Context: an optimization exercise on an open-source flow, tuned for small area. The choices shown serve that exercise and are no tape-out recipe. Only simulation tests tie the RTL to the original design; equivalence was not proved.

==> flow/design.v <==
module FPGA_ScoreBoard_TOP(
	input CLK_50MHZ,
	input BTN_WEST,
	input RS232_DCE_RXD,
	output RS232_DCE_TXD,
	output [21:0] NF_A,
	input [7:0] NF_D_I,
	output [7:0] NF_D_O,
	output NF_D_OE,
	output NF_CE, NF_BYTE, NF_OE,
	output reg NF_RP,
	output NF_WE, NF_WP
);
wire clk = CLK_50MHZ;
wire rst = BTN_WEST;
reg [1:0] bc;                  
reg [11:0] acc;
reg tick_rx, tick_tx;
reg [3:0] tdiv;                
wire [12:0] acc_sum = {1'b0, acc} + 13'd151;
always @(posedge clk)
	if (rst) begin acc <= 0; tick_rx <= 0; end
	else begin acc <= acc_sum[11:0]; tick_rx <= ~acc[11] & acc_sum[11]; end
always @(posedge clk)
	if (rst) begin tdiv <= 0; tick_tx <= 0; end
	else begin
		tick_tx <= tick_rx & (tdiv == 4'd7);
		if (tick_rx) tdiv <= tdiv + 1'b1;
	end
reg mdone;
wire mrst = ~mdone;
always @(posedge clk)
	if (rst) mdone <= 0;
	else if (acc == 12'd1943) mdone <= 1;
always @(posedge clk) NF_RP <= rst;
reg rx_s1, rx_s2, m3, r2;
reg [7:0] rc;
reg [7:0] rxdata;              
wire maj = (m3 & r2) | (m3 & rx_s2) | (r2 & rx_s2);
wire rx_idle = (rc == 8'd255);
wire bytedone = ~mrst & tick_rx & (rc == 8'd0);
wire rx_shift = ~mrst & tick_rx & ~rx_idle & (rc[3:0] == 4'd4);
wire r3_hold = ~rx_idle & (rc[3:0] >= 4'd5) & (rc[3:0] <= 4'd10);
always @(posedge clk)
	if (tick_rx) begin
		rx_s1 <= RS232_DCE_RXD; rx_s2 <= rx_s1;
		if (~r3_hold) m3 <= rx_s2;
	end
always @(posedge clk)
	if (mrst) rc <= 8'd255;
	else if (tick_rx) begin
		if (rx_idle) begin if (m3 & ~rx_s2) rc <= 8'd143; end
		else begin
			rc <= rc - 1'b1;
			if (rc[3:0] == 4'd8) r2 <= rx_s2;
		end
	end
always @(posedge clk)
	if (rx_shift & bc != 2'd2) rxdata <= {maj, rxdata[7:1]};
reg [4:0] ps;
reg cmd_q;
reg [7:0] R;                   
reg [3:0] ts;
wire tx_wait = (ts == 4'd12) | (ts == 4'd13);
wire pickup = tick_tx & tx_wait;
always @(posedge clk)
	if (rst) ps <= (ps == 5'd11) ? 5'd12 : (ps >= 5'd13 & ps <= 5'd22) ? 5'd31 : 5'd0;
	else if (bytedone) ps <= 5'd1;
	else if (ps == 5'd0) ps <= 5'd0;
	else if (ps <= 5'd3) begin if (tick_rx) ps <= ps + 1'b1; end
	else if (ps == 5'd7 & bc != 2'd2) ps <= 5'd0;
	else if (ps == 5'd30) begin if (mrst | pickup) ps <= 5'd0; end
	else if (ps == 5'd31) ps <= 5'd0;
	else ps <= ps + 1'b1;
always @(posedge clk)
	if (rst) bc <= 0;
	else if (ps == 5'd7) bc <= (bc == 2'd2) ? 2'd0 : bc + 1'b1;
always @(posedge clk)
	if (rst) begin if (ps == 5'd11) cmd_q <= 0; end
	else if (ps == 5'd7 & bc == 2'd0) cmd_q <= rxdata[0];
wire act = (ps >= 5'd14 & ps <= 5'd23) | (ps == 5'd31);
always @(posedge clk)
	if (mrst) ts <= 4'd12;
	else if (tick_tx) begin
		if (tx_wait) ts <= (ps == 5'd30) ? 4'd15 : 4'd12;
		else if (ts == 4'd15) ts <= 4'd0;
		else if (ts == 4'd9) ts <= 4'd13;
		else ts <= ts + 1'b1;
	end
assign RS232_DCE_TXD = (ts == 4'd0) ? 1'b0 : (ts == 4'd12 | ts == 4'd15) ? 1'b1 : ~R[0];
always @(posedge clk)
	if (ps == 5'd23 & cmd_q) R <= NF_D_I;
	else if ((rx_shift & bc == 2'd2) | (tick_tx & ts >= 4'd1 & ts <= 4'd7)) R <= {maj, R[7:1]};
assign NF_A[21:8] = 14'd0;
assign NF_A[7:0] = rxdata;
assign NF_D_O = R;
assign NF_CE = ~act;
assign NF_OE = ~(act & cmd_q);
assign NF_WE = ~(act & ~cmd_q);
assign NF_D_OE = act & ~cmd_q;
assign NF_BYTE = 1'b0;
assign NF_WP = 1'b0;
endmodule
==> flow/config.mk <==
export PLATFORM = sky130hd
export DESIGN_NAME = FPGA_ScoreBoard_TOP
export DESIGN_NICKNAME = FPGA_ScoreBoard_TOP
export VERILOG_FILES = /design/flow/design.v
export SDC_FILE = /design/flow/constraint.sdc
export NUM_CORES = 4
export LEC_CHECK = 0
export CAP_MARGIN = 20
export CORE_MARGIN = 2
export CORE_UTILIZATION = 40
export SLEW_MARGIN = 20
==> flow/constraint.sdc <==
create_clock -name core_clock -period 20.0 [get_ports {CLK_50MHZ}]
set_input_delay 4.0000 -clock core_clock [delete_from_list [all_inputs] [get_ports {CLK_50MHZ}]]
set_output_delay 4.0000 -clock core_clock [all_outputs]
set_load 0.01 [all_outputs]
standard.sh (not shown) runs the stock make flow with config.mk's settings and CLKGATE_MAP_FILE= SYNTH_SCRIPT=/design/flow/synth_recipe.tcl, a recipe that flattens the netlist after the stock synthesis.
==> flow/flow/run.sh <==
#!/bin/bash
# Layout flow: the standard flow (standard.sh) with three synthesis/placement settings changed:
#  - adders are left to ABC instead of being mapped to half/full-adder cells (ADDER_MAP_FILE empty),
#  - ABC maps with Yosys's default area-oriented script instead of ORFS's speed script,
#  - ports are buffered with sky130_fd_sc_hd__buf_1.
# The synthesis script is synth_recipe.tcl with only its source line pointed at the edited copy of
# ORFS's synth.tcl, so synth still runs with -nofsm -noshare and the netlist is flattened and
# renamed as synth_recipe.tcl does. Each tool's output goes to the logs ORFS writes under orfs/logs;
# make's own output goes to flow_make.log.
set -euo pipefail
W=$(pwd)
sed 's|log_cmd abc {\*}\$abc_args|abc {*}[lrange $abc_args 2 end-2]|' \
  "$FLOW_HOME/scripts/synth.tcl" > "$W/flow_synth.tcl"
grep -q 'abc {\*}\[lrange \$abc_args 2 end-2\]' "$W/flow_synth.tcl"
sed "s|source \$::env(SCRIPTS_DIR)/synth.tcl|source $W/flow_synth.tcl|" \
  "$W/synth_recipe.tcl" > "$W/flow_synth_recipe.tcl"
grep -q "source $W/flow_synth.tcl" "$W/flow_synth_recipe.tcl"
sed "s|SYNTH_SCRIPT=[^ ]*|SYNTH_SCRIPT=$W/flow_synth_recipe.tcl|" "$W/standard.sh" > "$W/flow_standard.sh"
grep -q "SYNTH_SCRIPT=$W/flow_synth_recipe.tcl" "$W/flow_standard.sh"
bash "$W/flow_standard.sh" ADDER_MAP_FILE= SKIP_REPAIR_TIE_FANOUT=1 RECOVER_POWER=100 "BUFFER_PORTS_ARGS=-buffer_cell sky130_fd_sc_hd__buf_1" finish \
  "CTS_ARGS=-sink_clustering_enable -repair_clock_nets -dont_use_dummy_load -buf_list sky130_fd_sc_hd__clkbuf_4 -sink_clustering_size 20" > "$W/flow_make.log" 2>&1
The baseline ran to the end with no violations.
Rerun with:
--- a/flow/flow/run.sh
+++ b/flow/flow/run.sh
@@ -18,4 +18,4 @@
 sed "s|SYNTH_SCRIPT=[^ ]*|SYNTH_SCRIPT=$W/flow_synth_recipe.tcl|" "$W/standard.sh" > "$W/flow_standard.sh"
 grep -q "SYNTH_SCRIPT=$W/flow_synth_recipe.tcl" "$W/flow_standard.sh"
-bash "$W/flow_standard.sh" ADDER_MAP_FILE= SKIP_REPAIR_TIE_FANOUT=1 RECOVER_POWER=100 "BUFFER_PORTS_ARGS=-buffer_cell sky130_fd_sc_hd__buf_1" finish \
+bash "$W/flow_standard.sh" ADDER_MAP_FILE= SKIP_REPAIR_TIE_FANOUT=1 "BUFFER_PORTS_ARGS=-buffer_cell sky130_fd_sc_hd__buf_1" finish \
   "CTS_ARGS=-sink_clustering_enable -repair_clock_nets -dont_use_dummy_load -buf_list sky130_fd_sc_hd__clkbuf_4 -sink_clustering_size 20" > "$W/flow_make.log" 2>&1
Effect: The new run completed with no timing, DRC or antenna violations; via count is about the same; clock-buffer cell count is unchanged; cell area came out higher by 0.80%; setup slack got worse by 0.025 ns.

-- what the ideal ports hide --
In the flow no input, the clock included, has a driving cell. The finished layouts below were timed again as built, in two steps. Step 1, drivers: a clkbuf_16 drives CLK_50MHZ and a buf_2 each remaining input, both assumed. Step 2 moves the port delays by t, midway between the first and last clock arrival at a register: inputs arrive t later, outputs are due t later. That takes back most of the time a late clock gives input paths. Three values: ideal ports, drivers, drivers and shift; two values: the first two.
run | shift t [ns] | slack for setup (ns) | worst slew at a driven data input, ns
the first run | 0.404 | 14.346 / 14.320 / 14.173 | 0.03
the second run | 0.400 | 14.322 / 14.295 / 14.695 | 0.03
After both steps every run listed still meets setup and hold. For the first run, which loses most, drivers alone change the setup slack by -0.026 ns; drivers and shift together by -0.173 ns.
